Background: an optimization exercise with open tools, aiming at small area. Do not read the settings as production practice.
Function was checked by simulation only, so behaviour that the tests miss may differ from the original.
The clock port is modelled as an ideal driver; clocking choices that lean on that would not hold on a real chip.
Power figures rest on the tool's default switching activity, not on a simulated workload.

==> job 6069: inputs <==
Design maindsp48a1, start of the top module:
module maindsp48a1 (
  input [17:0] A, B, D,
  input [47:0] C,
  input [17:0] BCIN,
  input [47:0] PCIN,
  input [7:0] OPMODE,
  input clk, CARRYIN,
  input RSTA, RSTB, RSTC, RSTCARRYIN, RSTD, RSTM, RSTOPMODE, RSTP,
  input CEA, CEB, CEM, CEP, CEC, CED, CECARRYIN, CEOPMODE,
  output [47:0] P,
  output [35:0] M,
  output CARRYOUT, CARRYOUTF,
  output [17:0] BCOUT,
  output [47:0] PCOUT
);
reg  [7:0] opr_q;
wire [7:0] opr_n;
reg  [17:0] d_q;
wire [17:0] d_n;
reg  [17:0] a1_q;
wire [17:0] a1_n;
reg  [17:0] b1_q;
wire [17:0] b1_n;
reg  [47:0] c_q;
wire [47:0] c_n;
reg  [35:0] m_q;
wire [35:0] m_n;
reg  [47:0] p_q;
wire [47:0] p_n;
reg  [0:0] cin_q;
wire [0:0] cin_n;
reg  [0:0] cout_q;
wire [0:0] cout_n;
wire n1, n2, n3, n4, n5, n6, n7, n8, n9, n10, n11, n12, n13, n14, n15, n16;
wire n17, n18, n19, n20, n21, n22, n23, n24, n25, n26, n27, n28, n29, n30, n31, n32;
wire n33, n34, n35, n36, n37, f38, f39, f40, f41, f42, f43, f44, f45, f46, f47, f48;
wire f49, f50, f51, f52, f53, n54, n55, n56, n57, n58, n59, n60, n61, n62, n63, n64;
wire n65, n66, n67, n68, n69, n70, n71, n72, n73, i74, n75, n76, n77, n78, n79, n80;
wire n81, n82, n83, n84, n85, n86, n87, i88, n89, n90, i91, n92, n93, n94, i95, n96;
wire n97, n98, n99, n100, n101, n102, n103, n104, n105, n106, n107, n108, n109, n110, n111, n112;
wire n113, n114, n115, n116, n117, n118, n119, n120, n121, n122, n123, n124, n125, n126, n127, n128;
  ...
Settings: LEC_CHECK=0, CAP_MARGIN=20, CORE_MARGIN=2, CORE_UTILIZATION=40, SLEW_MARGIN=20, SYNTH_HIERARCHICAL=1; clock period 7.0 ns.
standard.sh (not shown) runs the stock make flow with config.mk's settings and CLKGATE_MAP_FILE= SYNTH_SCRIPT=/design/flow/synth_recipe.tcl, a recipe that flattens the netlist after the stock synthesis.
==> flow/flow/run.sh <==
#!/bin/bash
# Own layout flow: the standard flow (standard.sh) with these changes:
#  - after synthesis (the standard Yosys run, unchanged), every combinational
#    cell that Yosys/ABC mapped to a drive strength above 1 is set back to the
#    smallest cell of its family (downsize.tcl); repair_design/repair_timing
#    upsize again where timing needs it;
#  - the port buffers that buffer_ports adds are buf_1 cells;
#  - CTS adds no dummy loads, and leaf clock buffers are clkbuf_8 where the
#    clock slew at their flip-flops allows (clkdown.tcl).
# ORFS writes each step's full log under orfs/logs; make's output goes to
# standard.log here.
set -uo pipefail
export POST_SYNTH_TCL="$PWD/flow/downsize.tcl"
export POST_CTS_TCL="$PWD/flow/clkdown.tcl"
export BUFFER_PORTS_ARGS="-buffer_cell sky130_fd_sc_hd__buf_1"
export CTS_ARGS="-sink_clustering_enable -repair_clock_nets -dont_use_dummy_load"
bash standard.sh > standard.log 2>&1
rc=$?
cp -r orfs/logs ./orfs_logs 2>/dev/null
exit $rc
Other scripts of this flow, unchanged in this note and not shown: flow/flow/clkdown.tcl, flow/flow/downsize.tcl
==> inputs of job 4263, as changes to job 6069 <==
Settings changed: CORE_UTILIZATION 40 to 60.
==> results.txt <==
* Status: complete, no violations
* Leakage at 6.31 nW
* Worst-Margin Slew at 0.863 ns
* Arrival time at the worst endpoint at approximately 6.7 ns
* Final wirelength at 54.5 mm
* Fraction of area in multi-input gates at between 60% and 70%
* All-layer global routing usage at 36.8%
* Met1 wire length at 21.8 mm
* Register-to-Register Path Depth at 22
* Fillers at ~2,300
The numbers above come from job 4263.

==> results.txt <==
* Status: complete, no violations
* Share of cells above drive strength 1 at 5.00%
* Row cnt at 75
* Cell Area, Synth at about 17,000 um^2
* Final worst path period share at around 89%
* Register fraction of the total cell area at 20.4%
* Arrival time at the worst endpoint at approximately 6.6 ns
* Worst-Margin Slew at between 0.8 and 0.9 ns
* Final non-filler cell total at around 2,600
* Fraction of area in multi-input gates at about two thirds
* All-layer global routing usage at around a quarter
* Final wirelength at between 50 and 60 mm
* Post-placement cell area at 19,000 um^2
* Fillers at between 4,000 and 5,000
* Final instance area at slightly below 20,000 um^2
* # diodes at 0
* Leakage at 6.29 nW
* Sink Count at 196
The numbers above come from job 6069.


========
==> run M: inputs <==
maindsp48a1, a different RTL version from the one above (not shown whole).
clock: 7.0 ns
lec_check: 0
cap_margin: 5
core_margin: 2
core_utilization: 40
slew_margin: 5
synth_hierarchical: 1
==> flow/flow/run.sh <==
#!/bin/bash
# Own layout flow: the standard flow (standard.sh) with two changes:
#  - after synthesis (the standard Yosys run, unchanged), every combinational
#    cell that Yosys/ABC mapped to a drive strength above 1 is set back to the
#    smallest cell of its family (downsize.tcl); repair_design/repair_timing
#    upsize again where timing needs it;
#  - the port buffers that buffer_ports adds are buf_1 cells.
# Each tool's output goes to the ORFS logs under orfs/logs plus standard.log here.
set -uo pipefail
export POST_SYNTH_TCL="$PWD/flow/downsize.tcl"
export BUFFER_PORTS_ARGS="-buffer_cell sky130_fd_sc_hd__buf_1"
bash standard.sh > standard.log 2>&1
rc=$?
cp -r orfs/logs ./orfs_logs 2>/dev/null
exit $rc
==> flow/flow/downsize.tcl <==
# Set each combinational cell to the smallest drive strength of its family.
set db [ord::get_db]
set block [ord::get_db_block]
set n 0
foreach inst [$block getInsts] {
  set m [$inst getMaster]
  set name [$m getName]
  if {![regexp {^(sky130_fd_sc_hd__[a-z0-9]+)_([0-9]+)$} $name -> base sz]} { continue }
  if {[regexp {__(e?s?df|dl|buf|clkbuf|clkinv|conb|tap|fill|decap|diode)} $base]} { continue }
  set best $m
  set barea [expr {[$m getWidth] * [$m getHeight]}]
  foreach s {1 0} {
    set c [$db findMaster ${base}_$s]
    if {$c eq "NULL" || $c eq ""} { continue }
    set a [expr {[$c getWidth] * [$c getHeight]}]
    if {$a < $barea} { set best $c; set barea $a }
  }
  if {$best ne $m} {
    $inst swapMaster $best
    incr n
  }
}
puts "downsize.tcl: $n cells set to a smaller drive strength"
==> inputs of run Y, as changes to run M <==
- CAP_MARGIN: 5 -> 20
- CTS_CLUSTER_DIAMETER: unset -> 150
- CTS_CLUSTER_SIZE: unset -> 50
- SLEW_MARGIN: 5 -> 20
==> summary of the runs <==
Sequential share of layout area is about the same in run Y and run M.
Via count: run Y is smaller than run M (0.47%).
Of run Y and run M, run Y has the higher non-clock buffer count (gap 1).
Between run Y and run M, the lower utilization is in run M (gap 0.057 points).
Between run Y and run M, the lower setup slack is in run M (gap 0.013 ns).
In sequential power, run Y and run M hardly differ.
Flip-flop and latch count is the same in run M and run Y.
Clock power is about the same in run M and run Y.

==> re-timing with driven ports <==
The flow's constraints put no driver on any port. The routed layouts listed below were extracted and timed again, unchanged, in two steps.
Step 1 sets driving cells, clkbuf_16 on the clock port and buf_2 on the other inputs (assumed; they add their load-dependent delay and slew).
Step 2 adds t to the input delays and takes it off the output delays; t is the mean of the earliest and latest rising clock arrival at the registers after step 1. Input paths then give back, and output paths get back, about the clock's delay inside the block.
Slacks: no drivers / after step 1 / after step 2; pairs: no drivers / after step 1.
run	t, ns	slack for setup (ns)	slew at the worst register clock pin (ns)	worst data-port slew with drivers (ns)
job 6069	0.495	0.745 / 0.745 / 0.387	0.11 / 0.11	0.05
job 4263	0.449	0.603 / 0.603 / 0.458	0.10 / 0.10	0.07
run M	0.522	0.344 / 0.354 / -0.150	0.09 / 0.09	0.06
run Y	0.529	0.357 / 0.357 / -0.128	0.09 / 0.09	0.06
With both steps, setup timing fails in run M and run Y, where it was met with ideal ports. For run M, which loses most, drivers alone change the setup slack by +0.010 ns; drivers and shift together by -0.494 ns.
